This design comes from an exercise in tuning for small area, a short achievable clock period and few clock cycles on the open sky130 flow, not from production work. Only the layout flow was run in this run; the RTL was not checked for function there. Power figures rest on the tool's default switching activity, not on a simulated workload.

==> flow/run.sh <==
#!/bin/bash
# Standard ORFS layout; timing repair aims well below the clock period.
bash standard.sh SETUP_SLACK_MARGIN=9.0  finish > standard.log 2>&1
==> constraint.sdc <==
create_clock -name core_clock -period 13.0 [get_ports {CLK}]
set_input_delay 2.6000 -clock core_clock [delete_from_list [all_inputs] [get_ports {CLK}]]
set_output_delay 2.6000 -clock core_clock [all_outputs]
set_load 0.01 [all_outputs]
==> config.mk <==
export PLATFORM = sky130hd
export DESIGN_NAME = core
export DESIGN_NICKNAME = core
export VERILOG_FILES = /design/flow/design.v
export SDC_FILE = /design/flow/constraint.sdc
export NUM_CORES = 8
export LEC_CHECK = 0
export CAP_MARGIN = 20
export CORE_MARGIN = 2
export CORE_UTILIZATION = 50
export CTS_CLUSTER_DIAMETER = 70
export CTS_CLUSTER_SIZE = 24
export SLEW_MARGIN = 20
==> design.v <==
`timescale 1ns / 1ps
module core(
	input CLK,
	input RST,
	output wire [31:0]  imem_addr,
	input       [31:0]  imem_data,
	output wire         dmem_read,
	output wire         dmem_write,
	output wire [31:0]  dmem_addr,
	output wire [31:0]  dmem_wdata,
	output wire [3:0]   dmem_mask,
	input       [31:0]  dmem_rdata
);
	reg  [31:2] pc_f;              
	reg  [31:0] ir;                
	reg  [31:2] pc_d;              
	reg         v_d;               
	reg  [31:1] s1, s2;            
	reg         x_v;               
	reg  [31:0] x_a, x_b, x_c;     
	reg  [4:0]  x_rd;
	reg         x_we, x_ld, x_st, x_br, x_jalr, x_link, x_pred;
	reg  [2:0]  x_f3;              
	reg  [2:0]  x_rsel;            
	reg  [7:0]  x_rs;              
	reg  [5:0]  x_rdc;             
	reg         x_rj;
	reg         x_sub, x_sra;
	reg  [31:0] m_res;             
	reg  [31:0] m_wd;              
	reg  [3:0]  m_mask;
	reg  [4:0]  m_rd;
	reg         m_we, m_ld, m_st;
	reg  [2:0]  m_f3;
	reg  [31:0] rf [1:31];
	assign imem_addr = {pc_f, 2'b00};
	assign dmem_read  = m_ld;
	assign dmem_write = m_st;
	assign dmem_addr  = {m_res[31:2], 2'b00};
	assign dmem_wdata = m_wd;
	assign dmem_mask  = m_mask;
	wire [7:0]  ld_b = m_res[1] ? (m_res[0] ? dmem_rdata[31:24] : dmem_rdata[23:16])
	                            : (m_res[0] ? dmem_rdata[15:8]  : dmem_rdata[7:0]);
	wire [15:0] ld_h = m_res[1] ? dmem_rdata[31:16] : dmem_rdata[15:0];
	wire [31:0] ld_v = m_f3[1] ? dmem_rdata :
	                   m_f3[0] ? {{16{~m_f3[2] & ld_h[15]}}, ld_h} :
	                             {{24{~m_f3[2] & ld_b[7]}}, ld_b};
	wire [31:0] wb = m_ld ? ld_v : m_res;
	always @(posedge CLK) begin
		if (m_we) rf[m_rd] <= wb;
	end
	wire [4:0] rs1 = ir[19:15];
	wire [4:0] rs2 = ir[24:20];
	wire [4:0] rd  = ir[11:7];
	wire [2:0] f3  = ir[14:12];
	wire d_jal  = ir[6] & ir[3];
	wire d_jalr = ir[6] & ir[2] & ~ir[3];
	wire d_br   = ir[6] & ~ir[2];
	wire d_u    = ~ir[6] & ir[2];
	wire d_lui  = d_u & ir[5];
	wire d_alu  = ~ir[6] & ~ir[2] & ir[4];
	wire d_op   = d_alu & ir[5];
	wire d_mem  = ~ir[6] & ~ir[2] & ~ir[4];
	wire d_st   = d_mem & ir[5];
	wire d_ld   = d_mem & ~ir[5];
	wire use1 = ~d_u & ~d_jal;
	wire use2 = d_br | d_st | d_op;
	wire d_we = ~d_br & ~d_st & (rd != 5'd0);
	reg [31:0] rf1, rf2;
	integer k, q;
	always @(*) begin
		rf1 = 32'd0;
		rf2 = 32'd0;
		for (k = 1; k < 32; k = k + 1) begin
			if (s1[k]) rf1 = rf1 | rf[k];
			if (s2[k]) rf2 = rf2 | rf[k];
		end
	end
	wire [31:0] r1 = (m_we && !m_ld && m_rd == rs1) ? m_res : rf1;
	wire [31:0] r2 = (m_we && !m_ld && m_rd == rs2) ? m_res : rf2;
	wire x1 = x_v & x_we & (rs1 == x_rd);
	wire x2 = x_v & x_we & (rs2 == x_rd);
	wire l1 = m_ld & m_we & (rs1 == m_rd);
	wire l2 = m_ld & m_we & (rs2 == m_rd);
	wire [31:0] imm_b = d_u  ? {ir[31:12], 12'd0} :
	                    d_st ? {{20{ir[31]}}, ir[31:25], ir[11:7]} :
	                           {{20{ir[31]}}, ir[31:20]};
	wire [31:2] imm_t = d_jal ? {{12{ir[31]}}, ir[19:12], ir[20], ir[30:22]}
	                          : {{20{ir[31]}}, ir[7], ir[30:25], ir[11:9]};
	wire [31:2] tgt_d = pc_d + imm_t;
	wire d_pred = d_br & ir[31];
	wire ld_use = x_v & x_ld & x_we & ((use1 & rs1 == x_rd) | (use2 & rs2 == x_rd));
	wire stall  = v_d & ld_use;
	wire [31:0] xa = x_a;
	wire [31:0] xb = x_b;
	wire [31:0] xc = x_c;
	wire [31:0] bb  = x_sub ? ~xb : xb;
	wire [32:0] sum = {1'b0, xa} + {1'b0, bb} + {32'd0, x_sub};
	wire ltu = ~sum[32];
	wire lt  = (xa[31] ^ xb[31]) ? xa[31] : sum[31];
	wire eq  = (xa == xb);
	wire left = ~x_rsel[2];
	reg [31:0] a_rev, s_rev;
	integer j, j2;
	always @(*) for (j = 0; j < 32; j = j + 1) a_rev[j] = xa[31 - j];
	wire [31:0] s_in = left ? a_rev : xa;
	wire [32:0] s_ext = {x_sra & xa[31], s_in};
	wire [32:0] s_out = $signed(s_ext) >>> xb[4:0];
	always @(*) for (j2 = 0; j2 < 32; j2 = j2 + 1) s_rev[j2] = s_out[31 - j2];
	wire [31:0] shv = left ? s_rev : s_out[31:0];
	wire [31:0] res = ({32{x_rs[0]}} & sum[31:0]) |
	                  ({32{x_rs[1]}} & shv) |
	                  {31'd0, (x_rs[2] & lt) | (x_rs[3] & ltu)} |
	                  ({32{x_rs[4]}} & (xa ^ xb)) |
	                  ({32{x_rs[5]}} & (xa | xb)) |
	                  ({32{x_rs[6]}} & (xa & xb)) |
	                  ({32{x_rs[7]}} & x_c);
	wire redirect_x = x_rj | (x_rdc[0] & eq) | (x_rdc[1] & ~eq) | (x_rdc[2] & lt) |
	                  (x_rdc[3] & ~lt) | (x_rdc[4] & ltu) | (x_rdc[5] & ~ltu);
	wire [31:2] tgt_x = x_jalr ? sum[31:2] : x_c[31:2];
	wire redirect_d = v_d & (d_jal | d_pred) & ~stall & ~redirect_x;
	wire [1:0] lo = sum[1:0];
	wire [3:0] mask = x_f3[1] ? 4'b1111 :
	                  x_f3[0] ? (lo[1] ? 4'b1100 : 4'b0011) :
	                  (4'b0001 << lo);
	wire [31:0] wd = x_f3[1] ? xc : x_f3[0] ? {2{xc[15:0]}} : {4{xc[7:0]}};
	always @(posedge CLK or posedge RST) begin
		if (RST) begin
			pc_f <= 30'd0;
			v_d  <= 1'b0;
			x_v  <= 1'b0;
			x_rj <= 1'b0;
			x_rdc <= 6'b000000;
			m_we <= 1'b0;
			m_ld <= 1'b0;
			m_st <= 1'b0;
		end else begin
			if (redirect_x)      pc_f <= tgt_x;
			else if (stall)      pc_f <= pc_d;
			else if (redirect_d) pc_f <= tgt_d;
			else                 pc_f <= pc_f + 30'd1;
			v_d  <= ~(redirect_x | stall | redirect_d);
			x_v  <= v_d & ~stall & ~redirect_x;
			x_rj <= v_d & ~stall & ~redirect_x & d_jalr;
			x_rdc <= (v_d & ~stall & ~redirect_x & d_br) ?
			         ({f3[2] & f3[1], f3[2] & f3[1], f3[2] & ~f3[1], f3[2] & ~f3[1], ~f3[2], ~f3[2]} &
			          ((f3[0] ^ ir[31]) ? 6'b101010 : 6'b010101)) : 6'b000000;
			m_we <= x_v & x_we;
			m_ld <= x_v & x_ld;
			m_st <= x_v & x_st;
		end
	end
	always @(posedge CLK) begin
		ir   <= imem_data;
		for (q = 1; q < 32; q = q + 1) begin
			s1[q] <= (imem_data[19:15] == q);
			s2[q] <= (imem_data[24:20] == q);
		end
		pc_d <= pc_f;
		x_a    <= (use1 & x1) ? res : (use1 & l1) ? ld_v :
		          d_u ? (d_lui ? 32'd0 : {pc_d, 2'b00}) : r1;
		x_b    <= ((d_op | d_br) & x2) ? res : ((d_op | d_br) & l2) ? ld_v :
		          (d_op | d_br) ? r2 : imm_b;
		x_c    <= (d_st & x2) ? res : (d_st & l2) ? ld_v :
		          d_st ? r2 : ((d_br & ~ir[31]) ? {tgt_d, 2'b00} : {pc_f, 2'b00});
		x_rd   <= rd;
		x_we   <= d_we;
		x_ld   <= d_ld;
		x_st   <= d_st;
		x_br   <= d_br;
		x_jalr <= d_jalr;
		x_link <= d_jal | d_jalr;
		x_pred <= d_pred;
		x_f3   <= f3;
		x_rsel <= d_alu ? f3 : 3'b000;
		x_rs   <= (d_jal | d_jalr) ? 8'b1000_0000 :
		          ~d_alu           ? 8'b0000_0001 :
		          (f3 == 3'b000)   ? 8'b0000_0001 :
		          (f3 == 3'b001 || f3 == 3'b101) ? 8'b0000_0010 :
		          (f3 == 3'b010)   ? 8'b0000_0100 :
		          (f3 == 3'b011)   ? 8'b0000_1000 :
		          (f3 == 3'b100)   ? 8'b0001_0000 :
		          (f3 == 3'b110)   ? 8'b0010_0000 : 8'b0100_0000;
		x_sub  <= d_br | (d_alu & f3[2:1] == 2'b01) | (d_op & f3 == 3'b000 & ir[30]);
		x_sra  <= ir[30];
		m_res  <= res;
		m_wd   <= wd;
		m_mask <= mask;
		m_rd   <= x_rd;
		m_f3   <= x_f3;
	end
endmodule
==> standard.sh <==
#!/bin/bash
# synth_recipe.tcl (not shown) runs the flow's synth.tcl, then flattens the netlist and writes it again
# the make line also repeats each setting of config.mk as NAME=value (left out here)
make -C /OpenROAD-flow-scripts/flow DESIGN_CONFIG=/design/flow/config.mk WORK_HOME=/design/flow/orfs CLKGATE_MAP_FILE= SYNTH_SCRIPT=/design/flow/synth_recipe.tcl "${@:-finish}"
==> flow_summary_export.csv <==
group,metric,value,unit
clock_network,cts_tree,"yes",
place,post-dp-hpwl,201000,um
place,io_buffers,161,
global_routing,grt_pass1_wl,452000,um
final_layout,fin_nets,5680,
synthesis,synth_cell_types,86,
clock_network,cts_made_buffers,96,
hold_path,worstHoldPathCells,0,
routing,num_vias,58100,
floorplan,io_pins,168,
final_layout,regArea,37400,sq um
sta,relSlewSlack,0.0833,
routing,viasPerCell,8.02,
routing,drc_errors,0,
synthesis,syn_inst,5316,
worst_setup_path,critical_path.reg2reg.startpoint,"s2[27]",
worst_setup_path,path_max_fanout,5,
final_layout,final_layout_size_suffix_gt1_frac,0.176,
worst_setup_path,crit_required,13.57,ns
worst_setup_path,rrSetupSlack,8.90,ns
sta,tightest_slew,1.38,ns
sta,finalCriticalPeriod,4.16,ns
global_routing,grt_max_degree,85,
sta,rsz0062_at_grt,"true",
synthesis,synth-edff-count,992,
routing,drt_iter0_markers,12500,
job,drv_cap,0,
sta,finalCritPeriodShare,0.320,
sta,finalSetupViolCount,0,
floorplan,die_w,362,um
worst_setup_path,reg2reg_depth,9,
power_and_ir_drop,p_per_area,190,nW/um^2
synthesis,synthArstFlopShare,0.0311,
global_routing,track_usage,0.507,
power_and_ir_drop,leakagePower,25.4,nW
floorplan,start_util,0.503,
routing,detail-route-antenna-nets,0,
status,outcome,"finished clean",
final_layout,finalInstanceArea,73800,sq um
worst_setup_path,end_kind,"register",
synthesis,ys.flop_type,"edfxtp_1",
routing,postRouteWirelength,342000,um
worst_setup_path,startpoint_type,"primary input",
global_routing,grt_overflow,0,
hold_path,hold_start,"x_f3[2]",
clock_network,htree_levels,3,
hold_path,holdPathEnd,"m_f3[2]",
sta,finalHoldViolations,0,
synthesis,ys_ff_latch,1351,
power_and_ir_drop,vdd_drop_max,166,uV
sta,slew_viol_final,0,
hold_path,hold_path.class,"reg2reg",
routing,first_pass_iters,12,
worst_setup_path,crit_start,"dmem_rdata[25]",
routing,wire_per_inst,47.1,um
routing,dr_wl_met2,136000,um
synthesis,synth.avg_cell_area,12.0,sq um
global_routing,grt_pass1_vias,53800,
floorplan,fp.dieArea,131000,sq um
clock_network,path_clk_slew,0.08,ns
floorplan,rows,131,
place,placed_area,68000,sq um
place,gp_congestion,1.04,
sta,fmax,240,MHz
final_layout,fillers,10500,
worst_setup_path,critPathKind,"in2reg",
worst_setup_path,worstPathArrival,4.73,ns
routing,routed-wl-met3,56400,um
clock_network,cts_sinks,1351,
global_routing,antenna_found_initial,20,
final_layout,syn_to_final_growth,15.2,%
floorplan,die_height,362,um
sta,finalSetupTns,0,ns
synthesis,ys_seq_area_frac,0.581,
routing,highest_layer,"met5",
clock_network,cts_buffer_depth,3,
clock_network,clk_latency,0.79,ns
clock_network,clock-root-buffer,"clkbuf_16",
routing,wl_met1,113000,um
worst_setup_path,crit-reg2reg-capture,"x_c[11]",
floorplan,core_area,127000,sq um
synthesis,yosysWarnings,1,
sta,finClkSkew,0.0649,ns
final_layout,multi_input_area,26300,sq um
synthesis,synth_area,64000,sq um
[worst max-delay path, cell delays in order]
cell	delay [ns]
clkdlybuf4s50_1	0.68
mux2_2	0.26
a22oi_1	0.09
o21ai_2	0.50
o211ai_1	0.17
o21ai_1	0.41
[logic make-up (layout without fill, tap and decap cells)]
logic type | Yosys count | after routing | synth area share
muxes | 237 | 253 | 0.0486
buffers and inverters | 546 | 761 | 0.0353
AOI/OAI and AO/OA | 1823 | 1839 | 0.211
adders and majority gates | 127 | 127 | 0.0250
xor gates and xnor gates | 135 | 135 | 0.0186
other | 1 | 21 | 0.0000586
and+or+nand+nor | 1096 | 1096 | 0.0807
DFF | 1351 | 1351 | 0.581
[per-layer routing]
layer | up-vias | GRT usage
met5 | - | 0.0155
met2 | 6386 | 0.703
met3 | 1965 | 0.223
met1 | 28000 | 0.608
li1 | 21700 | -
met4 | 22 | 0.406
[state kept, by name, summed over array words and instances, names as in the netlist, 3 cells and up]
name and flops:
ir 30, pc_d 30, pc_f 30, s2 31, m_res 32, x_f3 3
m_wd 32, x_rdc 6, rf 992, x_a 32, x_c 32, x_b 32
m_rd 5, m_mask 4, x_rs 8, m_f3 3, x_rd 5, s1 31
[synthesized netlist by cell type, types with 59 or more instances]
library cell  count  share of area
a221oi_1        291          0.040
a211oi_1         67         0.0079
xor2_1           66         0.0090
dfxtp_1         317          0.099
a22oi_1         414          0.049
ha_1            125          0.024
nor2_1          298          0.017
xnor2_1          68         0.0093
mux2i_1         125          0.020
nor3_1          126         0.0098
nand3_1         130          0.010
a21oi_1         259          0.020
mux2_2           59          0.010
inv_1           128         0.0075
a222oi_1         64          0.010
nand4_1         141          0.014
a22o_1          261          0.036
o21ai_0         214          0.017
edfxtp_1        992           0.47
clkbuf_1        315          0.018
nand2_1         272          0.016
[what timing repair did]
item | 4_1_cts | 5_1_grt
buffers inserted | 100 | 21
cloned | 33 | 0
resized for setup | 460 | 74
setup endpoints to repair | 1196 | 551
pin swaps | 33 | 18
hold buffers | 0 | 0
[cell type report]
type	count	share of cell area
clock inverter	70	0.0127
timing repair buffer	452	0.0534
timing repair inverter	1	0.0000678
multi-input combinational	3454	0.357
tap	1662	0.0282
antenna	17	0.000577
sequential	1351	0.507
clock buffer	107	0.0341
inverter	131	0.00677
[cell usage in the layout, fill, tap and decap left out, types with 32 or more instances in the layout]
| cell | Yosys | routed |
|---|---|---|
| dfxtp_2 | 0 | 69 |
| ha_1 | 125 | 123 |
| nand2_1 | 272 | 269 |
| mux4_2 | 46 | 46 |
| a22o_1 | 261 | 261 |
| xor2_1 | 66 | 64 |
| inv_1 | 128 | 126 |
| nor2_1 | 298 | 260 |
| xnor2_1 | 68 | 61 |
| a222oi_1 | 64 | 64 |
| dfxtp_1 | 317 | 218 |
| a221oi_1 | 291 | 288 |
| nor3_1 | 126 | 120 |
| mux2_2 | 59 | 58 |
| a21oi_1 | 259 | 211 |
| edfxtp_1 | 992 | 992 |
| dlygate4sd2_1 | 0 | 33 |
| nor2_4 | 0 | 32 |
| o211ai_1 | 50 | 50 |
| mux2i_1 | 125 | 113 |
| buf_2 | 10 | 36 |
| a211oi_1 | 67 | 58 |
| nand3_1 | 130 | 128 |
| o21ai_0 | 214 | 193 |
| a21oi_4 | 0 | 45 |
| clkbuf_16 | 0 | 99 |
| a22oi_1 | 414 | 412 |
| clkdlybuf4s50_1 | 0 | 55 |
| buf_4 | 41 | 260 |
| nand4_1 | 141 | 141 |
[stage by stage]
| stage | instances | util | worst slack [ns] | total power, mW | hold slack [ns] |
|---|---|---|---|---|---|
| final | 7245 | 0.579 | 8.84 | 14.1 | 0.345 |
| after global routing | 7230 | 0.579 | 8.91 | 14.2 | 0.339 |
| after floorplan | 5319 | - | 8.83 | 7.91 | 0.310 |
| after detailed placement | 6895 | 0.534 | 7.48 | 9.84 | 0.314 |
| after global placement | 6895 | 0.534 | 7.49 | 9.82 | 0.311 |
| after CTS | 7205 | 0.574 | 8.95 | 13.6 | 0.333 |
[power by group]
part	total (mW)	leakage, nW	internal [mW]	switching [mW]
clock	3.43	1.68	1.60	1.83
combinational	4.53	11.6	1.51	3.02
sequential	6.09	12.1	5.46	0.636
total	14.1	25.4	8.57	5.48
[worst max-delay path by stage]
stage / to / slack, ns / cells after the start
6_report: x_b[1] / 8.84 / 6
5_1_grt: rf[24][16] / 8.91 / 7
4_1_cts: x_c[28] / 8.95 / 13
3_5_place_dp: rf[12][16] / 7.48 / 6
3_3_place_gp: rf[3][16] / 7.49 / 6
2_1_floorplan: rf[10][22] / 8.83 / 6

[afterwards: timing with drivers on the ports]
The flow's constraints put no driver on any port. The routed layout listed below was extracted and timed again, unchanged, in two steps.
Step 1 assumes that a clkbuf_16 drives the clock port and a buf_2 every other input.
Step 2 times the ports against the registers' clock, not the clock port: input delays grow and output delays shrink by t, the midpoint of the rising clock arrivals with the driver on.
a / b / c = ideal / step 1 / step 2; a / b = the first two.
shift t [ns]: 0.838
setup slack, ns: 8.839 / 8.892 / 8.054
worst hold slack (ns): 0.345 / 0.345 / 0.345
worst setup path at the end: input to register
After both steps setup and hold are still met in this run. The setup slack of this run moves by +0.053 ns with the drivers and by -0.785 ns with both steps.
